Background: an optimization exercise with open tools, aiming at small area, a short achievable clock period and few clock cycles per item. Do not read the settings as production practice. Only simulation tests tie the RTL to the original design; equivalence was not proved.

## flow/design.v (module list and top-level ports; edited modules follow where they fit)
// module MADD: 65 lines
// module MSUB: 65 lines
// module DIV32: 61 lines
// module ModMult: 895 lines
// module NTT_ROM: 66 lines
// module NTT_WROM: 65 lines
// module NTTN: 191 lines
module NTTN (input             clk, reset,
             input             load_w,
             input             load_data,
             input             start,
             input             start_intt,
             input      [13:0] din,
             output reg        done,
             output reg [13:0] dout);
  // ...
==> flow/run.sh <==
#!/bin/bash
# synth_recipe.tcl (not shown) runs the flow's synth.tcl, then flattens the netlist and writes it again
# the make line also repeats each setting of config.mk as NAME=value (left out here)
make -C /OpenROAD-flow-scripts/flow DESIGN_CONFIG=/design/flow/config.mk WORK_HOME=/design/flow/orfs CLKGATE_MAP_FILE= SYNTH_SCRIPT=/design/flow/synth_recipe.tcl finish
==> flow/config.mk <==
export PLATFORM = sky130hd
export DESIGN_NAME = NTTN
export DESIGN_NICKNAME = NTTN
export VERILOG_FILES = /design/flow/design.v
export SDC_FILE = /design/flow/constraint.sdc
export NUM_CORES = 4
export LEC_CHECK = 0
export CAP_MARGIN = 20
export CORE_MARGIN = 2
export CORE_UTILIZATION = 40
export SETUP_SLACK_MARGIN = 4.2
export SLEW_MARGIN = 20
==> flow/constraint.sdc <==
create_clock -name core_clock -period 7.5 [get_ports {clk}]
set_input_delay 1.5000 -clock core_clock [delete_from_list [all_inputs] [get_ports {clk}]]
set_output_delay 1.5000 -clock core_clock [all_outputs]
set_load 0.01 [all_outputs]
==> out/qor.txt, run 1 <==
Taps Inserted = 2218
Slowest-stage cell, CP = fa_1
status = complete, no violations
synth cell count leaders = 752 x dfxtp_1, 665 x inv_1, 518 x edfxtp_1
vias per cell = 5.48
DRC viols = 0
clock network share of area = 6.03%
fin nets = 6594
clk sinks = 1294
wire length on met1 = 78900 µm
layout cells sized above 1 = 22.2%
DR top layer = met4
RR Endpoint = R1[4]
r2r worst-path depth = 12
drt pass-1 iters = 7
commonest non-fill, non-tap cell in the layout = dfxtp_1
CTS buffer count = 141
TritonCTS clock tree = built
clock-pin slew on the worst setup and hold paths = 0.06 ns
met3 WL = 10800 µm
crit-path cells = ha_4 > fa_1 > inv_1 > ha_4 > o21ai_1 > o21a_2 > nor4_4 > nor3_2 > nor3_4 > buf_6 > xnor2_2 > o311a_1
Worst path depth = 12
largest stage delay on the critical path = 0.51 ns
Antenna Cells = 2
total grt overflow = 0
Max FO, Critical Path = 11
hold path depth = 0
minimum clock period after layout = 3.43 ns
Testbench counts, summed over its fixed seeds: cycles 7,296, transforms 64.
==> run 2: changes to the inputs <==
--- a/flow/config.mk
+++ b/flow/config.mk
@@ -8,5 +8,5 @@
 export CAP_MARGIN = 20
 export CORE_MARGIN = 2
 export CORE_UTILIZATION = 40
-export SETUP_SLACK_MARGIN = 4.2
+export SETUP_SLACK_MARGIN = 3.9
 export SLEW_MARGIN = 20
==> out/qor.txt, run 2 <==
Core Area = 0.170 mm²
wire length on met1 = 76400 µm (-3.1%)
drt first-iter violations = 3974
Hold Slack = 0.311 ns
height of the chip = 418 µm
Synth area leaders = edfxtp_1 23%, dfxtp_1 22%, fa_1 12%, mux4_2 10%, ha_1 6.2%
DR top layer = met5
post-synth net total = 6355
minimum clock period after layout = 3.55 ns (+0.114 ns)
die width = 418 µm
area leader, netlist = edfxtp_1
DP Wirelength = 122000 µm
layout cells sized above 1 = 16.9% (-5.3 points)
measured slew at the worst slew-check pin = 1.18 ns
Multi-input gate area = 0.0350 mm²
CP most frequent cell = o41ai_4
final antenna-violating net count = 0
top_reg_cell synth = dfxtp_1
Syn Area/Cell = 12.3 µm²
Hold Vio Cnt, Final = 0
via count = 43906
clock skew = 0.0560 ns
Slowest-stage cell, CP = edfxtp_1
WP data required = 8.14 ns
Layout area overhead = 13.8%
Post-Synthesis Cells = 5568
Final Setup Violations = 0
fin. max-slew vios = 0
register area = 0.0313 mm²
Top-Level Pins = 35
fin nets = 6479 (-1.7%)
Routed WL = 179000 µm
synthesized flop and latch total = 1294
distinct cell type count after synthesis = 92
startpoint types = flop
fin crit share = 47.3%
largest net degree at the start of global routing = 57
TritonCTS clock tree = built
largest stage delay on the critical path = 0.49 ns (-0.02 ns)
drt pass-1 iters = 6 (-1)
vias in the first global route = 45031
All-Layer GR Usage = 20.4%
clock buffer depth = 3
crit end category = flop
Filler cells = 15127
vias per cell = 5.47 (-0.19%)
MaxCap Viol Count = 0
pre-CTS WS = 2.92 ns
CTS buffer count = 138 (-2.1%)
post-synth top area share = 22.7%
met2 WL = 84700 µm
Netlist Area Pre-Place = 0.0686 mm²
fin worst setup slack = 3.95 ns
Fin Setup TNS = 0 ns
utilization after layout = 46.0%
clock-pin slew on the worst setup and hold paths = 0.06 ns (about the same)
commonest non-fill, non-tap cell in the layout = dfxtp_1
most common cell in the synthesized netlist = dfxtp_1
status = complete, no violations
Seq/Total Area, Yosys = 45.5%
Synth warnings = 6
total grt overflow = 0 (unchanged)
number of synthesized flops with an enable pin = 518
cell area after placement = 0.0718 mm²
root buf cell = clkbuf_16
design area = 0.0781 mm²
total die area = 0.175 mm²
Hold Path Class = reg -> reg
most frequent cells in the layout = 714 x dfxtp_1, 650 x inv_1, 518 x edfxtp_1, 422 x fa_1, 384 x nand2_1
RSZ-0062 raised after global routing = true
crit-path cells = ha_4 > fa_2 > ha_1 > a211oi_2 > nor2_2 > o41ai_4 > o21ai_2 > o41ai_4 > o21ai_1 > xnor2_1 > o221a_2
met3 WL = 11700 µm (+8.3%)
Max Freq = 282 MHz
Port Buffer Count = 34
CTS H-tree lvls = 4
synth cell count leaders = 752 x dfxtp_1, 665 x inv_1, 518 x edfxtp_1
first-pass GRT wire length = 272000 µm
Final GP Congestion = 0.916
Inst Count DP = 7712
clk sinks = 1294 (unchanged)
Max FO, Critical Path = 4 (-7)
kind of critical path = reg -> reg
initial antenna violation count = 8
Post-synth ARST share = 1.85%
Max transition margin = 21.6%
Cell Rows = 151
Worst EP arrival = 4.19 ns
Routed wire per std cell = 22.3 µm
Starting Density = 40.4%
Final Non-Filler Cells = 8027
DRC viols = 0 (unchanged)
Worst-Skew Late Latency = 0.80 ns
-- run 2: cell count changes in the layout (fill, tap and decap cells not counted), sizes merged --
cell,change
xnor2,-3
bufinv,-5
bufbuf,-2
clkinvlp,-6
inv,+1
clkinv,+7
buf,-105
diode,-1
clkbuf,+5
-- run 2: cells by family after synthesis --
logic type,after synthesis,synth area share [%]
DFF,1294,45.5
and+or+nand+nor,1195,8.36
buffers and inverters,888,4.97
AOI/OAI and AO/OA,783,7.74
adders and majority gates,767,18.7
muxes,456,12.4
xor gates and xnor gates,185,2.36
-- run 2: layout make-up --
class                      count  share of cell area (%)
timing repair buffer         199                    2.21
clock buffer                 202                    5.06
tap                         2218                    3.56
clock inverter                54                   0.971
sequential                  1294                    40.1
inverter                     672                    3.28
antenna                        1                 0.00321
multi-input combinational   3387                    44.8
-- run 2: critical path: cells and delay by family, from the launching register on --
kind	cells	cell delay [ns]
flops	1	0.49
simple gates	1	0.11
compound gates	6	1.49
fa+ha+maj	3	1.17
xor+xnor	1	0.15
-- run 2: layer usage --
metal  GRT usage, %  vias up
met5              0        -
met4           6.86        4
met3           3.29      314
met2           33.3     1467
met1           27.8    22332
li1               -    19789
-- run 2: final timing paths --
kind	start	end	slack [ns]	depth (start not counted)
min	SD[2][4]	SD[3][4]	0.31	0
max	OPA[1]	R1[13]	3.95	11
max in group asynchronous	reset	ld_r	6.12	3
min in group asynchronous	reset	done	1.08	3
max reg2reg	OPA[1]	R1[13]	3.95	11
min reg2reg	SD[2][4]	SD[3][4]	0.31	0
-- run 2: timing repair --
item	4_1_cts	5_1_grt
buffers inserted	29	26
hold buffers	0	0
endpoints found under the setup margin	147	106
gates resized for setup	72	133
pin swaps	9	24
cloned	1	2

-- what the ideal ports hide --
The results above use ideal ports. As a check the final layouts listed here were re-extracted and re-timed, cells and wires unchanged.
Step 1 (the two cells are an assumption about what drives the block):
set clk [get_ports {clk}]
set_driving_cell -lib_cell sky130_fd_sc_hd__clkbuf_16 $clk
set_driving_cell -lib_cell sky130_fd_sc_hd__buf_2 [delete_from_list [all_inputs] $clk]
Step 2 also shifts input and output timing later by t, the mid clock arrival at the registers, as if the neighbouring blocks saw the same clock.
a / b / c = no drivers / after step 1 / after step 2; a / b = the first two.
run	t (ns)	setup WS [ns]	hold slack, ns	slew at the worst register clock pin (ns)	cell pins on the clock port's net
run 1	0.855	4.066 / 4.066 / 4.066	0.321 / 0.321 / 0.321	0.07 / 0.07	1
run 2	0.847	3.951 / 3.951 / 3.951	0.311 / 0.311 / 0.311	0.07 / 0.07	1
After both steps setup and hold are still met in every run listed.
